Source: an optimization exercise on an open RTL-to-GDS flow (aim: a short achievable clock period and few clock cycles). Production flows keep margins and buffers that such runs may drop.
Function was checked by simulation only, so behaviour that the tests miss may differ from the original.
Power is estimated from default activity; no workload was simulated.

File: flow/run.sh
#!/bin/bash
# synth_recipe.tcl (not shown) runs the flow's synth.tcl, then flattens the netlist and writes it again
# the make line also repeats each setting of config.mk as NAME=value (left out here)
make -C /OpenROAD-flow-scripts/flow DESIGN_CONFIG=/design/flow/config.mk WORK_HOME=/design/flow/orfs CLKGATE_MAP_FILE= SYNTH_SCRIPT=/design/flow/synth_recipe.tcl finish
File: flow/constraint.sdc
create_clock -name core_clock -period 8.0 [get_ports {clk}]
set_input_delay 1.6000 -clock core_clock [delete_from_list [all_inputs] [get_ports {clk}]]
set_output_delay 1.6000 -clock core_clock [all_outputs]
set_load 0.01 [all_outputs]
File: flow/config.mk
export PLATFORM = sky130hd
export DESIGN_NAME = mips_pipeline
export DESIGN_NICKNAME = mips_pipeline
export VERILOG_FILES = /design/flow/design.v
export SDC_FILE = /design/flow/constraint.sdc
export NUM_CORES = 4
export LEC_CHECK = 0
export ABC_CLOCK_PERIOD_IN_PS = 2500
export CAP_MARGIN = 20
export CORE_MARGIN = 2
export CORE_UTILIZATION = 55
export SETUP_SLACK_MARGIN = 5
export SLEW_MARGIN = 20
export SYNTH_HIERARCHICAL = 1
export SYNTH_MINIMUM_KEEP_SIZE = 0
File: flow/design.v
module mips_pipeline (
  input         clk,
  input         reset,
  output [31:0] imem_addr,
  input  [31:0] imem_data,
  output [31:0] dmem_addr,
  output [31:0] dmem_wdata,
  output        dmem_we,
  input  [31:0] dmem_rdata
);
reg  [29:0] pc;                        
reg         v_d;
reg  [31:0] ins_d;
reg         pred_d;
reg  [29:0] pc4_d, brt_d;
reg         beq_e, pred_e;
reg         rw_e, ld_e, sw_e, mem_e;
reg  [4:0]  dst_e;
reg  [29:0] alt_e;
reg  [31:0] ap_e;                      
reg  [31:0] bp_e;                      
reg  [31:0] rp_e;                      
reg         fam_e, bam_e, fbm_e;       
reg         sub_e, and_e, or_e, ar_e, slt_e;
reg         rw_m, ld_m, sw_m;
reg  [4:0]  dst_m;
reg  [31:0] alu_m, sd_m;
reg  [31:0] da_m;                      
reg         rw_w;
reg  [4:0]  dst_w;
reg  [31:0] wbd;
reg  [31:0] rf [1:31];
assign imem_addr = {pc, 2'b00};
wire [29:0] pc_inc, f_brt, pc_nx;
wire        f_pred;
wire        ex_redirect, stall;
if_next u_if (
  .pc(pc), .ins(imem_data), .reset(reset), .redirect(ex_redirect),
  .stall(stall), .alt(alt_e),
  .pc_inc(pc_inc), .pred(f_pred), .brt(f_brt), .pc_nx(pc_nx)
);
wire [5:0] op    = ins_d[31:26];
wire [4:0] rs    = ins_d[25:21];
wire [4:0] rt    = ins_d[20:16];
wire [4:0] rd    = ins_d[15:11];
wire [5:0] funct = ins_d[5:0];
wire [31:0] simm = {{16{ins_d[15]}}, ins_d[15:0]};
wire is_r    = (op == 6'h00);
wire is_addi = (op == 6'h08);
wire is_lw   = (op == 6'h23);
wire is_sw   = (op == 6'h2b);
wire is_beq  = (op == 6'h04);
wire use_rs = is_r | is_addi | is_lw | is_sw | is_beq;
wire use_rt = is_r | is_sw | is_beq;
wire [4:0] dst_d = is_r ? rd : rt;
wire rw_d = (is_r | is_addi | is_lw) && (dst_d != 5'd0);
wire sub_d = is_r & (funct == 6'h22 || funct == 6'h2a);
assign stall = v_d && ld_e &&
             ((use_rs && rs == dst_e) || (use_rt && rt == dst_e));
wire [31:0] wb_rs = (rw_w && dst_w == rs) ? wbd : rf[rs];
wire [31:0] wb_rt = (rw_w && dst_w == rt) ? wbd : rf[rt];
wire [31:0] rsv_d = (rs == 5'd0) ? 32'd0 : wb_rs;
wire [31:0] rtv_d = (rt == 5'd0) ? 32'd0 : wb_rt;
wire [31:0] mem_val = ld_m ? dmem_rdata : alu_m;
wire fa_m = rw_e && dst_e == rs;
wire fb_m = rw_e && dst_e == rt;
wire fa_k = rw_m && dst_m == rs;
wire fb_k = rw_m && dst_m == rt;
wire [31:0] ap_d = fa_k ? mem_val : rsv_d;
wire [31:0] rp_d = fb_k ? mem_val : rtv_d;
wire [31:0] bp_d = is_r ? (rp_d ^ {32{sub_d}}) : simm;
wire [31:0] a  = fam_e ? alu_m : ap_e;
wire [31:0] bf = fbm_e ? alu_m : rp_e;
wire [31:0] bx = bam_e ? (alu_m ^ {32{sub_e}}) : bp_e;
wire [31:0] sum;
wire        cout;
ks_add32 u_add (.a(a), .b(bx), .ci(sub_e), .s(sum), .co(cout));
wire [31:0] res = ({32{and_e}} & (a & bx)) |
                  ({32{or_e}}  & (a | bx)) |
                  ({32{ar_e}}  & sum) |
                  {31'd0, slt_e & ~cout};
wire eq = (a == bf);
assign ex_redirect = beq_e & (eq != pred_e);
wire id_go       = v_d & ~stall & ~ex_redirect;
always @(posedge clk) begin
  pc <= pc_nx;
  if (reset || ex_redirect) v_d <= 1'b0;
  else if (!stall)          v_d <= 1'b1;
  if (!stall) begin
    ins_d  <= imem_data;
    pred_d <= f_pred;
    pc4_d  <= pc_inc;
    brt_d  <= f_brt;
  end
  if (reset || !id_go) begin
    beq_e <= 1'b0; rw_e <= 1'b0; ld_e <= 1'b0; sw_e <= 1'b0; mem_e <= 1'b0;
  end else begin
    beq_e <= is_beq;
    rw_e  <= rw_d;
    ld_e  <= is_lw & rw_d;
    sw_e  <= is_sw;
    mem_e <= is_sw | is_lw;
  end
  pred_e <= pred_d;
  dst_e  <= dst_d;
  alt_e  <= pred_d ? pc4_d : brt_d;
  ap_e   <= ap_d;
  bp_e   <= bp_d;
  rp_e   <= rp_d;
  fam_e  <= fa_m;
  fbm_e  <= fb_m;
  bam_e  <= is_r & fb_m;
  sub_e  <= sub_d;
  and_e  <= is_r & (funct == 6'h24);
  or_e   <= is_r & (funct == 6'h25);
  ar_e   <= ~is_r | (funct == 6'h20) | (funct == 6'h22);
  slt_e  <= is_r & (funct == 6'h2a);
  if (reset) begin
    rw_m <= 1'b0; ld_m <= 1'b0; sw_m <= 1'b0;
  end else begin
    rw_m <= rw_e; ld_m <= ld_e; sw_m <= sw_e;
  end
  dst_m <= dst_e;
  alu_m <= res;
  da_m  <= sum & {32{mem_e}};
  sd_m  <= bf;
  if (reset) rw_w <= 1'b0;
  else       rw_w <= rw_m;
  dst_w <= dst_m;
  wbd   <= mem_val;
  if (rw_w) rf[dst_w] <= wbd;
end
assign dmem_addr  = da_m;
assign dmem_wdata = sd_m;
assign dmem_we    = sw_m;
endmodule
module ks_add32 (
  input  [31:0] a,
  input  [31:0] b,
  input         ci,
  output [31:0] s,
  output        co
);
wire [31:0] p = a ^ b;
wire [31:0] g0 = a & b;
reg  [31:0] g, t;
integer i, k;
always @(*) begin
  g = g0;
  t = p;
  g[0] = g0[0] | (p[0] & ci);
  for (k = 1; k < 32; k = k * 2)
    for (i = 31; i >= k; i = i - 1) begin
      g[i] = g[i] | (t[i] & g[i-k]);
      t[i] = t[i] & t[i-k];
    end
end
assign s  = p ^ {g[30:0], ci};
assign co = g[31];
endmodule
module if_next (
  input  [29:0] pc,
  input  [31:0] ins,
  input         reset,
  input         redirect,
  input         stall,
  input  [29:0] alt,
  output [29:0] pc_inc,
  output        pred,
  output [29:0] brt,
  output [29:0] pc_nx
);
wire [5:0]  op  = ins[31:26];
wire        j   = (op == 6'h02);
wire        beq = (op == 6'h04);
assign pc_inc = pc + 30'd1;
assign pred = j | (beq & (ins[15] | (ins[25:21] == ins[20:16])));
wire [16:0] lo   = {1'b0, pc[15:0]} + {1'b0, ins[15:0]} + 17'd1;
wire [13:0] hi   = pc[29:16];
wire [13:0] hip  = hi + 14'd1;
wire [13:0] him  = hi - 14'd1;
wire [13:0] bhi  = ins[15] ? (lo[16] ? hi : him) : (lo[16] ? hip : hi);
assign brt = {bhi, lo[15:0]};
wire [29:0] tgt  = j ? {pc_inc[29:26], ins[25:0]} : brt;
wire [29:0] npc  = pred ? tgt : pc_inc;
assign pc_nx = reset ? 30'd0 : redirect ? alt : stall ? pc : npc;
endmodule
==> results of run 1 <==
==> stage by stage <==
stage                     utilization, %  std cells  total power [W]
after floorplan                        -       4530          0.01081
after global placement             58.49       6076          0.01187
after detailed placement           58.49       6076          0.01189
after CTS                          65.44       6531          0.01908
after global routing               66.29       6586          0.01972
final                              66.29       6586          0.01918
==> modules after synthesis, one instance, submodules excluded <==
module	cells	flip-flops and latches	times used	cell area, um2
mips_pipeline	3722	1413	1	62400
if_next	573	0	1	3576
ks_add32	234	0	1	1728
==> area by class of cell <==
cell class	instances	share of cell area [%]
clock inverter	61	0.7625
tap	1625	2.513
sequential	1413	48.61
antenna	1	0.003093
timing repair buffer	497	6.760
clock buffer	216	5.286
timing repair inverter	1	0.009280
multi-input combinational	2684	35.62
inverter	88	0.4423
==> routing by layer <==
metal | part of all wire [%] | track usage, %
met2 | 47 | 55.65
met4 | 4.5 | 14.74
met3 | 8.9 | 5.774
met1 | 39 | 48.55
met5 | 0 | 0
==> layout by cell type, fill, tap and decap left out, types with 22 or more instances in the layout <==
cell type	synthesis	layout
o21ai_0	78	58
a21o_1	32	32
mux2i_1	203	183
buf_4	21	212
a21oi_1	223	171
xnor2_1	158	137
buf_6	12	49
a211oi_1	102	97
clkbuf_1	185	46
a22oi_1	34	29
clkdlybuf4s15_1	0	26
dfxtp_4	0	41
clkinv_1	0	22
nand2_1	167	162
o22ai_1	65	63
dfxtp_1	328	270
ha_4	0	25
nand3_1	50	42
o211ai_1	28	28
and2_1	40	34
nor2_1	295	253
clkbuf_16	0	164
and3_1	26	22
nand4_1	34	34
mux4_2	513	513
xor2_1	77	69
inv_1	86	81
ha_1	50	22
nor2_4	0	37
clkdlybuf4s50_1	0	47
dlygate4sd2_1	0	38
nor3_1	40	31
buf_16	0	30
edfxtp_1	1085	1085
buf_12	2	32
nor2b_1	34	30
o221ai_1	27	26
mux2_2	108	105
a21oi_2	3	47
==> power by group through the flow <==
stage | clock, W | sequential [W] | combinational [W]
5_1_grt | 0.00736 | 0.00943 | 0.00294
2_1_floorplan | 0 | 0.00932 | 0.00149
3_5_place_dp | 0 | 0.00953 | 0.00236
4_1_cts | 0.00707 | 0.00936 | 0.00265
3_3_place_gp | 0 | 0.00952 | 0.00235
6_report | 0.00702 | 0.00938 | 0.00279
==> state kept, by name, summed over array words and instances (netlist names), 30 cells and up, named ones only <==
register  flops
brt_d        30
alt_e        30
bp_e         32
ap_e         32
da_m         32
pc           30
ins_d        32
alu_m        32
pc4_d        30
sd_m         32
rf          992
wbd          32
rp_e         32
==> critical path, cell delays in order (launching register included) <==
cell      delay [ns]
dfxtp_4         0.37
buf_12          0.15
mux2_4          0.33
xor2_2          0.15
or4_4           0.45
o41ai_4         0.41
o311ai_4        0.22
mux2i_4         0.26
buf_12          0.16
or2_4           0.25
nor2_4          0.10
o21ai_1         0.09
a31oi_1         0.17
o31ai_1         0.10
or3_1           0.32
o32ai_1         0.23
==> cell families (layout without fill, tap and decap cells) <==
family	after synthesis	after routing
muxes	827	827
other	1	3
DFF	1413	1413
buffers and inverters	434	863
adders and majority gates	53	53
AOI/OAI and AO/OA	782	782
xor gates and xnor gates	235	235
and+or+nand+nor	784	785
==> final timing paths <==
check | end | slack, ns | cells after the start | from
worst max-delay path | pc[17] | 4.14 | 15 | fam_e
worst min-delay path | dst_w[0] | 0.40 | 0 | dst_m[0]
worst max register to register | pc[17] | 4.14 | 15 | fam_e
worst min register to register | dst_w[0] | 0.40 | 0 | dst_m[0]
==> what timing repair did <==
item	in CTS	in global routing
pin swaps	97	97
endpoints found under the setup margin	560	234
setup buffers	154	48
gates cloned	24	6
gates resized for setup	619	153
==> metrics.md, run 1 <==
| Metric | Value |
|---|---|
| Outcome | no timing/DRC/antenna violations |
| Max Clock Skew | 0.02858 ns |
| Final net count | 4955 |
| Seq pwr share | 48.9% |
| Largest family of logic cells by synthesized area | multiplexers |
| Gpl congestion | around 0.90 |
| Switching pwr | 0.005227 W |
| Die Width | about 350 um |
| Fin Setup TNS | 0 ns |
| Routed via count | 45114 |
| Count of final max-slew check failures | 0 |
| Std-Cell Rows | around 130 |
| Min-Delay Path Class | flop to flop |
| Final wirelength | 222600 um |
| Clk network pwr share | 36.6% |
| Post-synth EDFFs | about 1100 |
| Setup Crit Path Kind | flop to flop |
| Multi-input logic area | 28810 um2 |
| Period minus WS final | 3.856 ns |
| HPWL after DPL | 126400 um |
| Number of global-route vias before repair | 44456 |
| Seq cells post-synth | 1413 |
| Chip Height | 354.9 um |
| Data required time at the worst endpoint | 8.68 ns |
| Synth cell types | 101 |
| CTS Buf Count | 151 |
| Final setup fails | 0 |
| Synth Area in Adders | under 10% |
| Worst setup EP type | flop |
| Port buffer count | 160 |
| Core region area | 122000 um2 |
| Die area | 125900 um2 |
| Tcrit/Tclk final | 48.21% |
| Critical Path AT | 4.54 ns |
| Register area | 39320 um2 |
| Most used DFF post-synth | edfxtp_1 |
| Max-slew headroom | between 20% and 30% |
| Pre-CTS setup slack | 3.294 ns |
| Skew-Pair Late Insertion Delay | roughly 0.81 ns |
| CTS tree | done |
| Cell-internal power | about 0.014 W |
| Max rail drop VDD | 0.3195 mV |
| Total gr overflow | 0 |
| Post-synth top area cell | edfxtp_1 |
| WL per Instance | 33.80 um |
| Post-DP Area | 71380 um2 |
| Initial antenna violation count | 1 |
| Endpoints failing hold | 0 |
| Cells after synthesis | roughly 4500 |
| Synth warn | 8 |
| All-Layer GR Usage | 35.06% |
| Post-synthesis cell area | between 60000 and 70000 um2 |
| PnR worst setup slack | 4.144 ns |
| Synth Area in XOR/XNOR | roughly 3.0% |
| Number of routed nets with antenna violations | 0 |
| CTS Buffer Depth | 3 |
| CTS clk-pin slew, worst paths | 0.06 ns |
| Hold-fix buffers, CTS | 0 |
| Layout cells sized above 1 | between 30% and 40% |
| Top-area cell type share of the netlist area | 48.12% |
| Design area | 80900 um2 |
| Async S/R FF share, synth | 0% |
| Post-synthesis mux area share | 21.94% |
| Synthesized area per cell | 14.95 um2 |
| Root buffer cell | clkbuf_16 |
| Starting Density | 55.48% |
| Clk sinks | around 1400 |
| Synthesis-to-layout area growth | 19.48% |
| First-pass GRT wire length | 315900 um |
| P per Cell Area | 237.1 nW/um2 |
| Max capacitance violation total | 0 |
| Top Ports | 163 |
| WHS | 0.3989 ns |
| RSZ-0062 raised after global routing | yes |
| Simple-gate share of the synthesized area | 5.518% |
| Fmax | 259.3 MHz |
| Worst-Margin Slew | 1.072 ns |
| DRT iter0 DRCs | 5878 |
| P_leak | 27.73 nW |
| Number of vias per cell | 6.850 |
| Synth area leaders | edfxtp_1 (48%), mux4_2 (17%), dfxtp_1 (9.7%) |
| Sw Ratio | between 20 and 30% |
| Largest net degree at the start of global routing | 65 |
| Synth Area in Compound Gates | under 10% |
| Max Fanout on Critical Path | 8 |
| Seq/Total Area, Yosys | 57.82% |
| Logic pwr share | 14.5% |
| Top cells by count, synth | edfxtp_1 (1085), mux4_2 (513), dfxtp_1 (328) |
| Htree depth | 4 |
| Initial DRT Pass Iterations | 6 |
| Remaining DRCs | 0 |
| Top-count cell post-synth | edfxtp_1 |
| Fill count | 8622 |
| CP startpoint kind | flop |
Testbench counts, summed over its fixed seeds: cycles 19,751.
==> run 2: changes to the inputs <==
--- a/flow/design.v
+++ b/flow/design.v
@@ -31,14 +31,20 @@
 reg  [31:0] wbd;
 reg  [31:0] rf [1:31];
 assign imem_addr = {pc, 2'b00};
-wire [29:0] pc_inc, f_brt, pc_nx;
-wire        f_pred;
-wire        ex_redirect, stall;
-if_next u_if (
-  .pc(pc), .ins(imem_data), .reset(reset), .redirect(ex_redirect),
-  .stall(stall), .alt(alt_e),
-  .pc_inc(pc_inc), .pred(f_pred), .brt(f_brt), .pc_nx(pc_nx)
-);
+wire [29:0] pc_inc = pc + 30'd1;
+wire [5:0]  f_op   = imem_data[31:26];
+wire        f_j    = (f_op == 6'h02);
+wire        f_beq  = (f_op == 6'h04);
+wire        f_pred = f_j | (f_beq & (imem_data[15] | (imem_data[25:21] == imem_data[20:16])));
+wire [16:0] f_lo   = {1'b0, pc[15:0]} + {1'b0, imem_data[15:0]} + 17'd1;
+wire [13:0] pc_hi  = pc[29:16];
+wire [13:0] pc_hip = pc_hi + 14'd1;
+wire [13:0] pc_him = pc_hi - 14'd1;
+wire [13:0] f_hi   = imem_data[15] ? (f_lo[16] ? pc_hi : pc_him)
+                                   : (f_lo[16] ? pc_hip : pc_hi);
+wire [29:0] f_brt  = {f_hi, f_lo[15:0]};
+wire [29:0] f_tgt  = f_j ? {pc_inc[29:26], imem_data[25:0]} : f_brt;
+wire [29:0] f_npc  = f_pred ? f_tgt : pc_inc;
 wire [5:0] op    = ins_d[31:26];
 wire [4:0] rs    = ins_d[25:21];
 wire [4:0] rt    = ins_d[20:16];
@@ -55,7 +61,7 @@
 wire [4:0] dst_d = is_r ? rd : rt;
 wire rw_d = (is_r | is_addi | is_lw) && (dst_d != 5'd0);
 wire sub_d = is_r & (funct == 6'h22 || funct == 6'h2a);
-assign stall = v_d && ld_e &&
+wire stall = v_d && ld_e &&
              ((use_rs && rs == dst_e) || (use_rt && rt == dst_e));
 wire [31:0] wb_rs = (rw_w && dst_w == rs) ? wbd : rf[rs];
 wire [31:0] wb_rt = (rw_w && dst_w == rt) ? wbd : rf[rt];
@@ -80,10 +86,12 @@
                   ({32{ar_e}}  & sum) |
                   {31'd0, slt_e & ~cout};
 wire eq = (a == bf);
-assign ex_redirect = beq_e & (eq != pred_e);
+wire ex_redirect = beq_e & (eq != pred_e);
 wire id_go       = v_d & ~stall & ~ex_redirect;
 always @(posedge clk) begin
-  pc <= pc_nx;
+  if (reset)            pc <= 30'd0;
+  else if (ex_redirect) pc <= alt_e;
+  else if (!stall)      pc <= f_npc;
   if (reset || ex_redirect) v_d <= 1'b0;
   else if (!stall)          v_d <= 1'b1;
   if (!stall) begin
@@ -158,30 +166,3 @@
 assign s  = p ^ {g[30:0], ci};
 assign co = g[31];
 endmodule
-module if_next (
-  input  [29:0] pc,
-  input  [31:0] ins,
-  input         reset,
-  input         redirect,
-  input         stall,
-  input  [29:0] alt,
-  output [29:0] pc_inc,
-  output        pred,
-  output [29:0] brt,
-  output [29:0] pc_nx
-);
-wire [5:0]  op  = ins[31:26];
-wire        j   = (op == 6'h02);
-wire        beq = (op == 6'h04);
-assign pc_inc = pc + 30'd1;
-assign pred = j | (beq & (ins[15] | (ins[25:21] == ins[20:16])));
-wire [16:0] lo   = {1'b0, pc[15:0]} + {1'b0, ins[15:0]} + 17'd1;
-wire [13:0] hi   = pc[29:16];
-wire [13:0] hip  = hi + 14'd1;
-wire [13:0] him  = hi - 14'd1;
-wire [13:0] bhi  = ins[15] ? (lo[16] ? hi : him) : (lo[16] ? hip : hi);
-assign brt = {bhi, lo[15:0]};
-wire [29:0] tgt  = j ? {pc_inc[29:26], ins[25:0]} : brt;
-wire [29:0] npc  = pred ? tgt : pc_inc;
-assign pc_nx = reset ? 30'd0 : redirect ? alt : stall ? pc : npc;
-endmodule
==> flow/flow/run.sh (new file) <==
#!/bin/bash
# Standard synthesis, then the combinational cells of its netlist are turned
# back into plain logic and mapped again by ABC (same script and options as
# the standard synthesis), without the full/half adder cells that the
# standard adder step places; registers keep their cells and names. Then the
# standard layout from floorplan on.
set -euo pipefail
R=orfs/results/sky130hd/mips_pipeline/base
L=orfs/logs/sky130hd/mips_pipeline/base
LIB=$FLOW_HOME/platforms/sky130hd/lib/sky130_fd_sc_hd__tt_025C_1v80.lib

bash standard.sh synth > synth_std.log 2>&1
cp $R/1_2_yosys.v std_1_2_yosys.v

# logic functions of the combinational cells, from the liberty file
python3 flow/unmap.py $LIB std_1_2_yosys.v unmap.v > unmap.log 2>&1
ABC=$(grep -m1 "^abc -script" $L/1_2_yosys.log)
FF=$(grep -oE "sky130_fd_sc_hd__\w*df\w*" std_1_2_yosys.v | sort -u | paste -sd, -)
cat > reabc.ys <<EOS
read_liberty -lib $LIB
read_verilog std_1_2_yosys.v
hierarchy -top $FLOW_TOP
techmap -map unmap.v
techmap
opt -fast
check -assert
# the logic fed by the late instruction word first, on its own, so that ABC
# maps it for its own depth; then the rest
select -set ifc w:imem_data %co*:-$FF
$ABC @ifc
$ABC
setundef -zero
splitnets
opt_clean -purge
hilomap -singleton -hicell sky130_fd_sc_hd__conb_1 HI -locell sky130_fd_sc_hd__conb_1 LO
opt_clean -purge
check -assert -mapped
tee -o reabc_stat.txt stat -liberty $LIB
write_verilog -noattr -nohex -nodec reabc_out.v
EOS
yosys -l reabc.log reabc.ys > /dev/null 2>&1

# same registers (instance name and cell) as the standard synthesis
grep -oE "sky130_fd_sc_hd__\w*df\w* \S+" std_1_2_yosys.v | sort > regs_std.txt
grep -oE "sky130_fd_sc_hd__\w*df\w* \S+" reabc_out.v | sort > regs_new.txt
cmp regs_std.txt regs_new.txt

cp reabc_out.v $R/1_2_yosys.v
rm -f $R/1_synth.odb $R/1_synth.sdc
bash standard.sh > standard.log 2>&1
==> flow/flow/unmap.py (new file) <==
#!/usr/bin/env python3
# Writes Verilog modules giving the logic function of every combinational
# cell that a netlist uses, read from the liberty file.
# usage: unmap.py LIB NETLIST OUT
import re, sys
lib, net, out = sys.argv[1:4]
used = set(re.findall(r'\b(sky130_fd_sc_hd__\w+)\s+\S+\s*\(', open(net).read()))
txt = open(lib).read()
cells = {}
for m in re.finditer(r'\n\s*cell\s*\(\s*"?(\w+)"?\s*\)\s*\{', txt):
    cells[m.group(1)] = m.end()
names = sorted(cells, key=lambda n: cells[n])
def body(n):
    i = names.index(n)
    end = cells[names[i+1]] if i + 1 < len(names) else len(txt)
    return txt[cells[n]:end]
def vexpr(f):
    f = f.replace('!', '~').replace('+', '|')
    f = re.sub(r'\)\s*\(', ') & (', f)
    return f
res = []
for n in sorted(used):
    if n not in cells: continue
    b = body(n)
    if re.search(r'\b(ff|latch|statetable)\s*\(', b): continue
    pins = re.findall(r'\n\s*pin\s*\(\s*"?(\w+)"?\s*\)\s*\{(.*?)\n\s*\}', b, re.S)
    ins, outs = [], []
    for p, pb in pins:
        d = re.search(r'direction\s*:\s*"?(\w+)"?', pb)
        if not d: continue
        if d.group(1) == 'input': ins.append(p)
        elif d.group(1) == 'output':
            f = re.search(r'\bfunction\s*:\s*"([^"]*)"', pb)
            if not f: break
            outs.append((p, vexpr(f.group(1))))
    else:
        if not outs: continue
        ports = ins + [o for o, _ in outs]
        s = 'module %s (%s);\n' % (n, ', '.join(ports))
        for p in ins: s += '  input %s;\n' % p
        for o, f in outs: s += '  output %s;\n  assign %s = %s;\n' % (o, o, f)
        res.append(s + 'endmodule\n')
open(out, 'w').write('\n'.join(res))
print(len(res), 'cells')
==> flow/standard.sh (new file) <==
#!/bin/bash
# synth_recipe.tcl (not shown) runs the flow's synth.tcl, then flattens the netlist and writes it again
# the make line also repeats each setting of config.mk as NAME=value (left out here)
make -C /OpenROAD-flow-scripts/flow DESIGN_CONFIG=/design/flow/config.mk WORK_HOME=/design/flow/orfs CLKGATE_MAP_FILE= SYNTH_SCRIPT=/design/flow/synth_recipe.tcl "${@:-finish}"
--- a/flow/config.mk
+++ b/flow/config.mk
@@ -11,5 +11,3 @@
 export CORE_UTILIZATION = 55
 export SETUP_SLACK_MARGIN = 5
 export SLEW_MARGIN = 20
-export SYNTH_HIERARCHICAL = 1
-export SYNTH_MINIMUM_KEEP_SIZE = 0
removed: flow/run.sh
==> run 2 against run 1 <==
Die area fell by 0.42%; synthesized area fell by 0.42%; first-iteration DRC count rose by 12%; design area rose by 1.1%; clock skew fell by 0.0039 ns; largest cell class unchanged; critical endpoint is now pc[20].
==> metrics.md, run 2 <==
| Metric | Value |
|---|---|
| Setup Crit Path Kind | flop to flop |
| DRT iter0 DRCs | 6606 (+12%) |
| Max rail drop VDD | 0.2309 mV (-28%) |
| Cells after synthesis | 4465 (-1.4%) |
| Initial DRT Pass Iterations | 6 (unchanged) |
| Placed Cells | 6017 (-0.97%) |
| Clk network pwr share | 35.9% (-0.7 points) |
| Max capacitance violation total | 0 (unchanged) |
| Number of routed nets with antenna violations | 0 (unchanged) |
| Final setup fails | 0 (unchanged) |
| Count of final max-slew check failures | 0 (unchanged) |
| Total gr overflow | 0 (unchanged) |
| Most common cell after layout, fill and taps aside | edfxtp_1 |
| Endpoints failing hold | 0 (unchanged) |
| WL per Instance | 34.23 um (+1.3%) |
| Met1 Wirelength | 87540 um (+0.51%) |
| PnR worst setup slack | 4.347 ns (+0.2030 ns) |
| Fin Setup TNS | 0 ns (unchanged) |
| Seq pwr share | 50.8% (+1.9 points) |
| R2R cell count | 15 (unchanged) |
| Data required time at the worst endpoint | 8.65 ns (-0.03 ns) |
| Period minus WS final | 3.653 ns (-0.2030 ns) |
| Final Non-Filler Cells | 6598 (+0.18%) |
| Top Ports | 163 (unchanged) |
| Cell-internal power | 0.01406 W (+0.78%) |
| Max-slew headroom | 20.74% (-7.7 points) |
| Initial antenna violation count | 3 (+2) |
| Gpl congestion | 0.9172 (+2.4%) |
| Die area | 125400 um2 (-0.42%) |
| Synthesis-to-layout area growth | 21.31% |
| Pre-CTS setup slack | 2.691 ns (-0.6033 ns) |
| Switching pwr | 0.005386 W (+3.0%) |
| Reg-to-reg setup timing slack | 4.35 ns (+0.20 ns) |
| Final wirelength | 225800 um (+1.5%) |
| Layout cells sized above 1 | 34.49% (+2.1 points) |
| Max Clock Skew | 0.02468 ns (-0.003894 ns) |
| Max layer used | met5 |
| First-pass GRT wire length | 314400 um (-0.48%) |
| Final net count | 4906 (-0.99%) |
| CTS Buffer Depth | 3 (unchanged) |
| HPWL after DPL | 122100 um (-3.4%) |
| Worst setup EP type | flop |
| Root buffer cell | clkbuf_16 |
| Chip Height | 354.1 um (-0.21%) |
| Sw Ratio | 27.69% (+0.44 points) |
| Tcrit/Tclk final | 45.67% (-2.5 points) |
| Fmax | 273.7 MHz (+5.6%) |
| Critical Path AT | 4.30 ns (-0.24 ns) |
| Starting Density | 55.39% (-0.088 points) |
| Clk sinks | 1413 (unchanged) |
| CTS clk-pin slew, worst paths | 0.06 ns (about the same) |
| Commonest non-fill, non-tap cells in the layout | edfxtp_1 (1085), mux4_2 (573), dfxtp_1 (255), nor2_1 (242), buf_4 (231) |
| Synth warn | 2 (-6) |
| Htree depth | 4 (unchanged) |
| CTS Buf Count | 150 (-0.66%) |
| Hold-fix buffers, CTS | 0 (unchanged) |
| Routed via count | 45113 (-0.0022%) |
| Port buffer count | 160 (unchanged) |
| Post-synthesis cell area | 67420 um2 (-0.42%) |
| Routed wl met2 | 105600 um (about the same) |
| CP Launch Point | fam_e |
| P per Cell Area | 237.8 nW/um2 (+0.30%) |
| Number of global-route vias before repair | 43607 (-1.9%) |
| RSZ-0062 raised after global routing | yes |
| Max Fanout on Critical Path | 6 (-2) |
| Synthesized area per cell | 15.10 um2 (+1.0%) |
| CP startpoint kind | flop |
| Post-DP Area | 71030 um2 (-0.49%) |
| Number of vias per cell | 6.837 (-0.18%) |
| Remaining DRCs | 0 (unchanged) |
| Logic pwr share | 13.3% (-1.2 points) |
| Skew-Pair Late Insertion Delay | 0.79 ns (-0.02 ns) |
| Die Width | 354.1 um (-0.21%) |
| RR Startpoint | fam_e |
| Std-Cell Rows | 128 (unchanged) |
| Reg with most FFs | rf |
| CTS tree | done |
| Core region area | 121700 um2 (-0.26%) |
| Design area | 81790 um2 (+1.1%) |
| Reg2reg end | pc[20] |
| WHS | 0.3922 ns (-0.006654 ns) |
| Outcome | no timing/DRC/antenna violations |
| Worst setup path endpoint | pc[20] |
| Max reg flops | 992 (unchanged) |
| P_leak | 28.35 nW (+2.2%) |
| Worst-Margin Slew | 1.156 ns (+0.08414 ns) |
| Largest net degree at the start of global routing | 65 (unchanged) |
| Min-Delay Path Class | flop to flop |
| All-Layer GR Usage | 35.30% (+0.23 points) |
| Met3 wire length | 22500 um (+14%) |
[run 2: cell count changes in the layout (fill, tap and decap cells not counted), moves of 29 or more]
| cell | delta |
|---|---|
| mux2_2 | -29 |
| and2_1 | +34 |
| a211oi_1 | -77 |
| mux4_2 | +60 |
| inv_1 | +49 |
[run 2: routing by layer]
metal  track usage (%)  up-vias
met4             13.72        6
li1                  -    18493
met2             55.49     2703
met1             50.51    23451
met3             5.018      460
met5                 0        -
[run 2: worst max-delay path, cell delays in order (launching register included)]
cell      delay, ns
dfxtp_4        0.40
buf_6          0.13
mux2i_4        0.30
xnor2_4        0.15
nor4_4         0.36
nand4_1        0.20
nor3_2         0.31
o22ai_2        0.21
xnor2_2        0.23
nand2_2        0.11
buf_12         0.16
or2_4          0.23
a21oi_4        0.13
nand3b_1       0.15
nor4_2         0.05
or3b_4         0.37
[run 2: cell type report]
type | instances | area [um2]
fillers | 8459 | 39930
flip-flops and latches | 1413 | 39350
multi-input cells | 2607 | 28710
repair buffers | 530 | 6216
clock buffers | 208 | 4249
well taps | 1625 | 2033
clock inverters | 74 | 680.7
inverters | 138 | 540.5
diodes | 3 | 7.507
[run 2: metrics by stage]
stage               total power (W)  utilization, %
floorplan                   0.01101               -
global placement            0.01211           58.35
detailed placement          0.01212           58.35
CTS                         0.01930           65.54
global route                0.02001           67.19
finish                      0.01945           67.20
[run 2: power groups by stage]
stage	Combinational [W]	Clock [W]	Sequential [W]
after floorplan	0.00156	0	0.00945
after global placement	0.00213	0	0.00998
after detailed placement	0.00213	0	0.00999
after CTS	0.00241	0.00705	0.00984
after global routing	0.00270	0.00735	0.00996
final	0.00258	0.00699	0.00988
[run 2: worst min path at each step]
stage	depth (start not counted)	from	slack, ns	to
after floorplan	0	dst_m[2]	0.37	dst_w[2]
after global routing	0	dst_e[2]	0.39	dst_m[2]
final	0	dst_e[2]	0.39	dst_m[2]
after detailed placement	0	dst_m[4]	0.38	dst_w[4]
after CTS	0	dst_e[2]	0.38	dst_m[2]
after global placement	0	dst_m[1]	0.38	dst_w[1]
[run 2: what timing repair did]
action,CTS,global route
pin swaps,51,66
setup buffers,156,85
endpoints found under the hold margin,0,0
resized for setup,657,181
setup endpoints to repair,435,506
cloned,35,20
Testbench counts of run 2, summed over its fixed seeds: cycles 19,751.
==> run 3: changes to the inputs <==
--- a/flow/design.v
+++ b/flow/design.v
@@ -23,6 +23,8 @@
 reg         fam_e, bam_e, fbm_e;       
 reg         sub_e, and_e, or_e, ar_e, slt_e;
 reg         rw_m, ld_m, sw_m;
+reg         mis_m;                     
+reg  [29:0] alt_m;                     
 reg  [4:0]  dst_m;
 reg  [31:0] alu_m, sd_m;
 reg  [31:0] da_m;                      
@@ -85,14 +87,18 @@
                   ({32{or_e}}  & (a | bx)) |
                   ({32{ar_e}}  & sum) |
                   {31'd0, slt_e & ~cout};
-wire eq = (a == bf);
-wire ex_redirect = beq_e & (eq != pred_e);
-wire id_go       = v_d & ~stall & ~ex_redirect;
+wire eq_rr = (ap_e == rp_e);
+wire eq_mr = (alu_m == rp_e);
+wire eq_rm = (ap_e == alu_m);
+wire eq = fam_e ? (fbm_e | eq_mr) : (fbm_e ? eq_rm : eq_rr);
+wire ex_mis      = beq_e & (eq != pred_e);
+wire redirect    = mis_m;
+wire id_go       = v_d & ~stall & ~redirect;
 always @(posedge clk) begin
   if (reset)            pc <= 30'd0;
-  else if (ex_redirect) pc <= alt_e;
+  else if (redirect)    pc <= alt_m;
   else if (!stall)      pc <= f_npc;
-  if (reset || ex_redirect) v_d <= 1'b0;
+  if (reset || redirect)    v_d <= 1'b0;
   else if (!stall)          v_d <= 1'b1;
   if (!stall) begin
     ins_d  <= imem_data;
@@ -123,11 +129,12 @@
   or_e   <= is_r & (funct == 6'h25);
   ar_e   <= ~is_r | (funct == 6'h20) | (funct == 6'h22);
   slt_e  <= is_r & (funct == 6'h2a);
-  if (reset) begin
-    rw_m <= 1'b0; ld_m <= 1'b0; sw_m <= 1'b0;
+  if (reset || redirect) begin
+    rw_m <= 1'b0; ld_m <= 1'b0; sw_m <= 1'b0; mis_m <= 1'b0;
   end else begin
-    rw_m <= rw_e; ld_m <= ld_e; sw_m <= sw_e;
+    rw_m <= rw_e; ld_m <= ld_e; sw_m <= sw_e; mis_m <= ex_mis;
   end
+  alt_m <= alt_e;
   dst_m <= dst_e;
   alu_m <= res;
   da_m  <= sum & {32{mem_e}};
==> run 3 against run 2 <==
Largest power group unchanged; wire length rose by 2.7%; synthesized area rose by 1.6%; flip-flop and latch count rose by 31; worst setup slack improved by 0.11 ns; sequential power barely moved; register-to-register slack improved by 0.11 ns; worst hold slack got worse by 0.071 ns; still clean; clock skew fell by 0.0043 ns; critical endpoint is now alu_m[31]; sequential share of layout area fell by 0.51 points; global-route usage rose by 0.50 points.
==> metrics.md, run 3 <==
| Metric | Value |
|---|---|
| Outcome | no timing/DRC/antenna violations |
| Final setup fails | 0 (unchanged) |
| Fmax | 282.0 MHz (+3.0%) |
| Hold-fix buffers, CTS | 0 (unchanged) |
| Period minus WS final | 3.546 ns (-0.1077 ns) |
| Fin Setup TNS | 0 ns (unchanged) |
| Endpoints failing hold | 0 (unchanged) |
| Number of vias per cell | 6.765 (-1.1%) |
| Final wirelength | 232000 um (+2.7%) |
| CP Launch Point | fam_e |
| Chip Height | 356.8 um (+0.77%) |
| WL per Instance | 34.09 um (-0.42%) |
| Synthesis-to-layout area growth | 22.57% |
| Clk sinks | 1444 (+2.2%) |
| Most common cell after layout, fill and taps aside | edfxtp_1 |
| Die Width | 356.8 um (+0.77%) |
| WHS Endpoint | alt_m[17] |
| Number of global-route vias before repair | 44920 (+3.0%) |
| HPWL after DPL | 123800 um (+1.4%) |
| Max capacitance violation total | 0 (unchanged) |
| Core region area | 123600 um2 (+1.6%) |
| First-pass GRT wire length | 321600 um (+2.3%) |
| Commonest non-fill, non-tap cells in the layout | edfxtp_1 (1085), mux4_2 (571), buf_4 (317), dfxtp_1 (298), nor2_1 (284) |
| Reg-to-reg setup timing slack | 4.45 ns (+0.11 ns) |
| Worst setup EP type | flop |
| Data required time at the worst endpoint | 8.68 ns (+0.03 ns) |
| R2R cell count | 14 (-1) |
| Cells after synthesis | 4583 (+2.6%) |
| CP startpoint kind | flop |
| Max-slew headroom | 24.59% (+3.9 points) |
| Critical Path AT | 4.22 ns (-0.08 ns) |
| CTS tree | done |
| Max rail drop VDD | 0.3243 mV (+40%) |
| Synthesized area per cell | 14.94 um2 (-1.1%) |
| Total gr overflow | 0 (unchanged) |
| RSZ-0062 raised after global routing | yes |
| Initial antenna violation count | 6 (+3) |
| Worst-Margin Slew | 1.130 ns (-0.02625 ns) |
| Synth warn | 2 (unchanged) |
| Htree depth | 4 (unchanged) |
| Hold depth | 0 (unchanged) |
| P_leak | 29.47 nW (+4.0%) |
| All-Layer GR Usage | 35.80% (+0.50 points) |
| Die area | 127300 um2 (+1.5%) |
| Initial DRT Pass Iterations | 6 (unchanged) |
| Root buffer cell | clkbuf_16 |
| Max Fanout on Critical Path | 7 (+1) |
| Routed via count | 46038 (+2.1%) |
| Max Clock Skew | 0.02037 ns (-0.004314 ns) |
| Min-Delay Path Class | flop to flop |
| Std-Cell Rows | 129 (+0.78%) |
| Reg2reg end | alu_m[31] |
| Number of routed nets with antenna violations | 0 (unchanged) |
| Post-synthesis cell area | 68470 um2 (+1.6%) |
| CTS clk-pin slew, worst paths | 0.07 ns (about the same) |
| Remaining DRCs | 0 (unchanged) |
| Starting Density | 55.38% (about the same) |
| Tcrit/Tclk final | 44.32% (-1.3 points) |
| Hold path startpoint | alt_e[17] |
| Port buffer count | 160 (unchanged) |
| Layout cells sized above 1 | 36.58% (+2.1 points) |
| P per Cell Area | 240.1 nW/um2 (+0.96%) |
| RR Startpoint | fam_e |
| Setup Crit Path Kind | flop to flop |
| Final net count | 5102 (+4.0%) |
| Top Ports | 163 (unchanged) |
| Reg with most FFs | rf |
| Gpl congestion | 0.9208 (+0.39%) |
| Skew-Pair Late Insertion Delay | 0.80 ns (about the same) |
| CTS Buf Count | 153 (+2.0%) |
| DRT iter0 DRCs | 6018 (-8.9%) |
| Max reg flops | 992 (unchanged) |
| Count of final max-slew check failures | 0 (unchanged) |
| Fill count | 8554 (+1.1%) |
| CTS Buffer Depth | 3 (unchanged) |
| Total power | 0.02015 W (+3.6%) |
| Largest net degree at the start of global routing | 70 (+7.7%) |
run 3: how the worst max path moves through the flow:
| stage | depth (start not counted) | to |
|---|---|---|
| floorplan | 8 | brt_d[22] |
| global placement | 10 | pc[19] |
| detailed placement | 10 | pc[19] |
| CTS | 12 | alu_m[0] |
| global route | 14 | alu_m[31] |
| finish | 14 | alu_m[31] |
run 3: critical path, stage by stage (launching register included):
cell and delay, ns:
dfxtp_4 0.47, buf_12 0.18, mux2_4 0.32, xor2_1 0.15, nand2_1 0.09, a22o_1 0.25
or3_4 0.43, nor4_4 0.26, o221ai_4 0.22, a31oi_4 0.23, a221oi_2 0.09, o21ai_2 0.18
o21ai_2 0.08, xor2_1 0.16, a221o_1 0.30
run 3: layout make-up:
type                            instances  area (um2)  area share (%)
Sequential cell                      1444       39950           47.60
Multi-Input combinational cell       2667       29500           35.15
Timing Repair Buffer                  623        6843           8.153
Clock buffer                          213        4405           5.249
Tap cell                             1637        2048           2.440
Clock inverter                         70       595.6          0.7096
Inverter                              147       576.8          0.6873
Antenna cell                            4       10.01         0.01193
run 3: per-stage QoR:
| stage | area (um2) | setup WS [ns] | util (%) | cells | hold slack [ns] |
|---|---|---|---|---|---|
| global route | 83920 | 4.348 | 67.88 | 6802 | 0.3280 |
| CTS | 81540 | 4.534 | 65.96 | 6650 | 0.3214 |
| floorplan | 68940 | 4.418 | - | 4584 | 0.3096 |
| global placement | 72210 | 3.186 | 58.41 | 6133 | 0.3105 |
| detailed placement | 72210 | 3.218 | 58.41 | 6133 | 0.3132 |
| finish | 83930 | 4.454 | 67.88 | 6805 | 0.3211 |
run 3: routing by layer:
| metal | wire length, um | track usage (%) | up-vias |
|---|---|---|---|
| met5 | 33 | 0 | - |
| met4 | 12270 | 17.29 | 6 |
| met3 | 21640 | 5.112 | 531 |
| met2 | 110600 | 56.93 | 2659 |
| met1 | 87400 | 49.14 | 23811 |
| li1 | - | - | 19031 |
run 3: where the power goes:
| group | switching [W] | internal (W) | total (W) |
|---|---|---|---|
| Combinational | 0.00164 | 0.00133 | 0.00297 |
| Sequential | 0.00102 | 0.00906 | 0.0101 |
| Clock | 0.00299 | 0.00411 | 0.00710 |
| Total | 0.00566 | 0.0145 | 0.0202 |
run 3: repair_timing:
item	CTS	global route
resized for setup	721	278
pin swaps	78	115
endpoints found under the setup margin	376	547
setup buffers	192	141
gates cloned	42	9
Testbench counts of run 3, summed over its fixed seeds: cycles 19,971.
==> run 4: changes to the inputs <==
--- a/flow/design.v
+++ b/flow/design.v
@@ -9,10 +9,16 @@
   input  [31:0] dmem_rdata
 );
 reg  [29:0] pc;                        
+reg  [29:0] pcb;                       
+localparam NB = 4;                     
+reg  [NB-1:0] bv;
+reg  [29:0]   btag [0:NB-1];
+reg  [29:0]   btgt [0:NB-1];
+reg  [1:0]    bptr;
 reg         v_d;
 reg  [31:0] ins_d;
-reg         pred_d;
-reg  [29:0] pc4_d, brt_d;
+reg         hit_d;
+reg  [29:0] pc_d, pc4_d, brt_d, btgt_d;
 reg         beq_e, pred_e;
 reg         rw_e, ld_e, sw_e, mem_e;
 reg  [4:0]  dst_e;
@@ -23,8 +29,6 @@
 reg         fam_e, bam_e, fbm_e;       
 reg         sub_e, and_e, or_e, ar_e, slt_e;
 reg         rw_m, ld_m, sw_m;
-reg         mis_m;                     
-reg  [29:0] alt_m;                     
 reg  [4:0]  dst_m;
 reg  [31:0] alu_m, sd_m;
 reg  [31:0] da_m;                      
@@ -34,10 +38,22 @@
 reg  [31:0] rf [1:31];
 assign imem_addr = {pc, 2'b00};
 wire [29:0] pc_inc = pc + 30'd1;
-wire [5:0]  f_op   = imem_data[31:26];
-wire        f_j    = (f_op == 6'h02);
-wire        f_beq  = (f_op == 6'h04);
-wire        f_pred = f_j | (f_beq & (imem_data[15] | (imem_data[25:21] == imem_data[20:16])));
+wire        f_j    = (imem_data[31:26] == 6'h02);
+wire [NB-1:0] bhit;
+genvar gi;
+generate
+  for (gi = 0; gi < NB; gi = gi + 1) begin : g_hit
+    assign bhit[gi] = bv[gi] && (btag[gi] == pcb);
+  end
+endgenerate
+wire hit = |bhit;
+reg [29:0] btarget;
+integer bi;
+always @(*) begin
+  btarget = 30'd0;
+  for (bi = 0; bi < NB; bi = bi + 1)
+    btarget = btarget | (btgt[bi] & {30{bhit[bi]}});
+end
 wire [16:0] f_lo   = {1'b0, pc[15:0]} + {1'b0, imem_data[15:0]} + 17'd1;
 wire [13:0] pc_hi  = pc[29:16];
 wire [13:0] pc_hip = pc_hi + 14'd1;
@@ -45,8 +61,7 @@
 wire [13:0] f_hi   = imem_data[15] ? (f_lo[16] ? pc_hi : pc_him)
                                    : (f_lo[16] ? pc_hip : pc_hi);
 wire [29:0] f_brt  = {f_hi, f_lo[15:0]};
-wire [29:0] f_tgt  = f_j ? {pc_inc[29:26], imem_data[25:0]} : f_brt;
-wire [29:0] f_npc  = f_pred ? f_tgt : pc_inc;
+wire [29:0] f_npc  = f_j ? {pc_inc[29:26], imem_data[25:0]} : hit ? btarget : pc_inc;
 wire [5:0] op    = ins_d[31:26];
 wire [4:0] rs    = ins_d[25:21];
 wire [4:0] rt    = ins_d[20:16];
@@ -63,6 +78,8 @@
 wire [4:0] dst_d = is_r ? rd : rt;
 wire rw_d = (is_r | is_addi | is_lw) && (dst_d != 5'd0);
 wire sub_d = is_r & (funct == 6'h22 || funct == 6'h2a);
+wire pred_d = is_beq & (ins_d[15] | (rs == rt));
+wire bbad   = hit_d & (~pred_d | (btgt_d != brt_d));    
 wire stall = v_d && ld_e &&
              ((use_rs && rs == dst_e) || (use_rt && rt == dst_e));
 wire [31:0] wb_rs = (rw_w && dst_w == rs) ? wbd : rf[rs];
@@ -91,20 +108,39 @@
 wire eq_mr = (alu_m == rp_e);
 wire eq_rm = (ap_e == alu_m);
 wire eq = fam_e ? (fbm_e | eq_mr) : (fbm_e ? eq_rm : eq_rr);
-wire ex_mis      = beq_e & (eq != pred_e);
-wire redirect    = mis_m;
-wire id_go       = v_d & ~stall & ~redirect;
+wire ex_redirect = beq_e & (eq != pred_e);
+wire id_go       = v_d & ~stall & ~ex_redirect;
+wire id_redirect = id_go & ((pred_d & ~hit_d) | bbad);
+wire [29:0] id_addr = pred_d ? brt_d : pc4_d;
+wire btb_fill    = v_d & ~stall & pred_d & ~hit_d;
 always @(posedge clk) begin
   if (reset)            pc <= 30'd0;
-  else if (redirect)    pc <= alt_m;
+  else if (ex_redirect) pc <= alt_e;
+  else if (id_redirect) pc <= id_addr;
   else if (!stall)      pc <= f_npc;
-  if (reset || redirect)    v_d <= 1'b0;
-  else if (!stall)          v_d <= 1'b1;
+  if (ex_redirect)      pcb <= alt_e;
+  else if (id_redirect) pcb <= id_addr;
+  else if (!stall)      pcb <= f_npc;
+  if (reset || (v_d && bbad)) begin
+    bv   <= {NB{1'b0}};
+    bptr <= 2'd0;
+  end else if (btb_fill) begin
+    bv[bptr] <= 1'b1;
+    bptr <= bptr + 2'd1;
+  end
+  if (btb_fill) begin
+    btag[bptr] <= pc_d;
+    btgt[bptr] <= brt_d;
+  end
+  if (reset || ex_redirect || id_redirect) v_d <= 1'b0;
+  else if (!stall)                         v_d <= 1'b1;
   if (!stall) begin
     ins_d  <= imem_data;
-    pred_d <= f_pred;
+    hit_d  <= hit & ~f_j;
+    pc_d   <= pc;
     pc4_d  <= pc_inc;
     brt_d  <= f_brt;
+    btgt_d <= btarget;
   end
   if (reset || !id_go) begin
     beq_e <= 1'b0; rw_e <= 1'b0; ld_e <= 1'b0; sw_e <= 1'b0; mem_e <= 1'b0;
@@ -129,12 +165,11 @@
   or_e   <= is_r & (funct == 6'h25);
   ar_e   <= ~is_r | (funct == 6'h20) | (funct == 6'h22);
   slt_e  <= is_r & (funct == 6'h2a);
-  if (reset || redirect) begin
-    rw_m <= 1'b0; ld_m <= 1'b0; sw_m <= 1'b0; mis_m <= 1'b0;
+  if (reset) begin
+    rw_m <= 1'b0; ld_m <= 1'b0; sw_m <= 1'b0;
   end else begin
-    rw_m <= rw_e; ld_m <= ld_e; sw_m <= sw_e; mis_m <= ex_mis;
-  end
-  alt_m <= alt_e;
+    rw_m <= rw_e; ld_m <= ld_e; sw_m <= sw_e;
+  end
   dst_m <= dst_e;
   alu_m <= res;
   da_m  <= sum & {32{mem_e}};
==> run 4 against run 3 <==
Combinational power down 5%; critical path type unchanged; still clean; worst hold slack better by 0.079 ns; global-route usage up 1.2 points; critical endpoint is now pc[17]; clock skew up 0.021 ns.
==> metrics.md, run 4 <==
| Metric | Value |
|---|---|
| Switching pwr | 0.006241 W (+10%) |
| First-pass GRT wire length | 391500 um (+22%) |
| Synthesized area per cell | 15.24 um2 (+2.0%) |
| DRT iter0 DRCs | 8606 (+43%) |
| Layout cells sized above 1 | 36.28% (-0.30 points) |
| Endpoints failing hold | 0 (unchanged) |
| Clk sinks | 1749 (+21%) |
| Clk network pwr share | 36.4% (+1.2 points) |
| Starting Density | 55.38% (about the same) |
| All-Layer GR Usage | 37.02% (+1.2 points) |
| Core region area | 145700 um2 (+18%) |
| Synth warn | 2 (unchanged) |
| Crit-path cells | buf_12, mux2_4, xor2_4, nor4_4, nand4_1, nor4_4, a31oi_4, xnor2_4, buf_12, and2_4, buf_12, buf_8, nor2_1, a211oi_1, nor2_2, buf_4, a211oi_2 |
| Number of global-route vias before repair | 51626 (+15%) |
| Tcrit/Tclk final | 48.60% (+4.3 points) |
| Logic pwr share | 12.2% (-2.5 points) |
| Most common cell after layout, fill and taps aside | edfxtp_1 |
| Setup Crit Path Kind | flop to flop |
| CP max stage cell | dfxtp_4 |
| RSZ-0062 raised after global routing | yes |
| CTS tree | done |
| Seq pwr share | 51.4% (+1.4 points) |
| Period minus WS final | 3.888 ns (+0.3425 ns) |
| Initial antenna violation count | 17 (+11) |
| Commonest non-fill, non-tap cells in the layout | edfxtp_1 (1415), mux4_2 (567), buf_4 (313), dfxtp_1 (254), nor2_1 (252) |
| Final wirelength | 284300 um (+23%) |
| CTS clk-pin slew, worst paths | 0.06 ns (about the same) |
| Min-Delay Path Class | flop to flop |
| Sw Ratio | 27.12% (-0.96 points) |
| P_leak | 34.78 nW (+18%) |
| Critical Path AT | 4.63 ns (+0.41 ns) |
| Reg2reg end | pc[17] |
| Top Ports | 163 (unchanged) |
| Final Non-Filler Cells | 7908 (+16%) |
| Number of vias per cell | 6.862 (+1.4%) |
| CTS Buffer Depth | 3 (unchanged) |
| Skew-Pair Late Insertion Delay | 0.83 ns (+0.03 ns) |
| Placed Cells | 7111 (+16%) |
| Gpl congestion | 0.9594 (+4.2%) |
| WL per Instance | 35.95 um (+5.5%) |
| Die Width | 387.1 um (+8.5%) |
| Reg-to-reg setup timing slack | 4.11 ns (-0.34 ns) |
| Worst path top cell family by delay | simple AND/OR/NAND/NOR gates |
| Register area | 49380 um2 (+24%) |
| Cell mode on critical path | buf_12 |
| Fmax | 257.2 MHz (-8.8%) |
| Max reg flops | 992 (unchanged) |
| Worst-Margin Slew | 1.269 ns (+0.1393 ns) |
| Fill count | 9844 (+15%) |
| Data required time at the worst endpoint | 8.74 ns (+0.06 ns) |
| Count of final max-slew check failures | 0 (unchanged) |
| Max rail drop VDD | 0.1849 mV (-43%) |
| Synthesis-to-layout area growth | 23.72% |
| Max Clock Skew | 0.04135 ns (+0.02098 ns) |
| Worst setup EP type | flop |
| Final net count | 5891 (+15%) |
| Outcome | no timing/DRC/antenna violations |
| R2R cell count | 17 (+3) |
| P per Cell Area | 230.5 nW/um2 (-4.0%) |
| Largest net degree at the start of global routing | 62 (-11%) |
| Initial DRT Pass Iterations | 9 (+3) |
| Root buffer cell | clkbuf_16 |
| Htree depth | 4 (unchanged) |
| CTS Buf Count | 181 (+18%) |
| Hold path startpoint | dst_e[0] |
| Biggest regs | rf (992), btag (120), btgt (120) |
| Total gr overflow | 0 (unchanged) |
| WHS Endpoint | dst_m[0] |
| RR Startpoint | fbm_e |
| Std-Cell Rows | 140 (+8.5%) |
| Max capacitance violation total | 0 (unchanged) |
| Hold-fix buffers, CTS | 0 (unchanged) |
| Highest cell delay on the worst timing path | 0.39 ns (-0.08 ns) |
| Max Fanout on Critical Path | 8 (+1) |
| Remaining DRCs | 0 (unchanged) |
| Hold depth | 0 (unchanged) |
| Cell-internal power | 0.01677 W (+16%) |
| Number of routed nets with antenna violations | 0 (unchanged) |
| Reg with most FFs | rf |
| Chip Height | 387.1 um (+8.5%) |
| Cells after synthesis | 5295 (+16%) |
| CP startpoint kind | flop |
| Post-synthesis cell area | 80710 um2 (+18%) |
| Final setup fails | 0 (unchanged) |
| Die area | 149800 um2 (+18%) |
| HPWL after DPL | 157900 um (+28%) |
| Worst path bufs/invs | 5 (+4) |
| Max-slew headroom | 12.99% (-12 points) |
| Fin Setup TNS | 0 ns (unchanged) |
| Multi-input logic area | 33090 um2 (+12%) |
| Port buffer count | 160 (unchanged) |
| Routed via count | 54261 (+18%) |
run 4: cell type report:
| cell class | instances | share of cell area (%) |
|---|---|---|
| flip-flops and latches | 1749 | 49.45 |
| multi-input cells | 3043 | 33.14 |
| repair buffers | 708 | 8.527 |
| clock buffers | 252 | 4.975 |
| well taps | 1917 | 2.402 |
| clock inverters | 90 | 0.8934 |
| inverters | 140 | 0.5727 |
| diodes | 7 | 0.01754 |
| repair inverters | 2 | 0.01629 |
run 4: worst register-to-register path: cells and delay by family, from the launching register on:
family,cells,cell delay (ns)
AO/OA/AOI/OAI,3,0.62
buffers and inverters,5,0.72
XOR/XNOR,2,0.42
AND/OR/NAND/NOR,6,1.30
flip-flops,1,0.39
multiplexers,1,0.34
run 4: power by group through the flow:
stage | Combinational [W] | Clock, W | Sequential [W]
6_report | 0.00281 | 0.00838 | 0.0118
5_1_grt | 0.00294 | 0.00881 | 0.0119
4_1_cts | 0.00250 | 0.00844 | 0.0118
3_5_place_dp | 0.00209 | 0 | 0.0120
3_3_place_gp | 0.00209 | 0 | 0.0120
2_1_floorplan | 0.00155 | 0 | 0.0114
run 4: how the worst max path moves through the flow:
stage	start	endpoint	slack [ns]	depth (start not counted)
3_3_place_gp	fbm_e	pcb[23]	2.62	14
6_report	fbm_e	pc[17]	4.11	17
3_5_place_dp	fbm_e	pcb[25]	2.57	14
4_1_cts	fbm_e	pcb[16]	4.34	17
5_1_grt	fbm_e	pc[17]	4.06	17
2_1_floorplan	ins_d[25]	btag[0][0]	4.04	7
run 4: through the flow:
step	utilization, %	area [um2]	worst slack [ns]	hold WS, ns	total power, W
2_1_floorplan	-	81090	4.044	0.3730	0.01292
3_3_place_gp	58.16	84770	2.621	0.3934	0.01406
3_5_place_dp	58.16	84770	2.571	0.3894	0.01407
4_1_cts	66.53	96950	4.336	0.3962	0.02273
5_1_grt	68.51	99840	4.058	0.4112	0.02364
6_report	68.51	99850	4.112	0.4002	0.02301
run 4: what timing repair did:
item	4_1_cts	5_1_grt
gates resized for setup	980	361
cloned	59	18
pin swaps	162	121
setup endpoints to repair	983	839
buffers inserted	250	119
run 4: layer usage:
layer  share of wire (%)  global-route usage, %
met4                 5.2                  15.63
met1                  38                  52.54
met5              0.0095                0.06380
met3                  12                  7.740
met2                  45                  56.11
Testbench counts of run 4, summed over its fixed seeds: cycles 19,956.

-- afterwards: timing with drivers on the ports --
In the flow no input, the clock included, has a driving cell. The finished layouts below were timed again as built, in two steps. Step 1 (the two cells are an assumption about what drives the block):
set clk [get_ports {clk}]
set_driving_cell -lib_cell sky130_fd_sc_hd__clkbuf_16 $clk
set_driving_cell -lib_cell sky130_fd_sc_hd__buf_2 [delete_from_list [all_inputs] $clk]
Step 2, shift: input delay + t, output delay - t, t = (earliest + latest rising clock arrival at the registers) / 2. This alone moves slack from input paths to output paths. a / b / c = no drivers / after step 1 / after step 2; a / b = the first two.
run	t (ns)	slack for setup (ns)	hold slack, ns	worst setup path after step 2	cell pins on the clock port's net
run 1	0.877	4.144 / 4.144 / 3.614	0.399 / 0.399 / 0.399	input to register	1
run 2	0.857	4.347 / 4.347 / 3.687	0.392 / 0.392 / 0.392	input to register	1
run 3	0.863	4.454 / 4.454 / 4.073	0.321 / 0.321 / 0.321	input to register	1
run 4	0.901	4.112 / 4.112 / 3.857	0.400 / 0.400 / 0.400	input to register	1
After both steps every run listed still meets setup and hold. The setup slack of run 2, which loses most, moves by 0.000 ns with the drivers and by -0.660 ns with both steps.
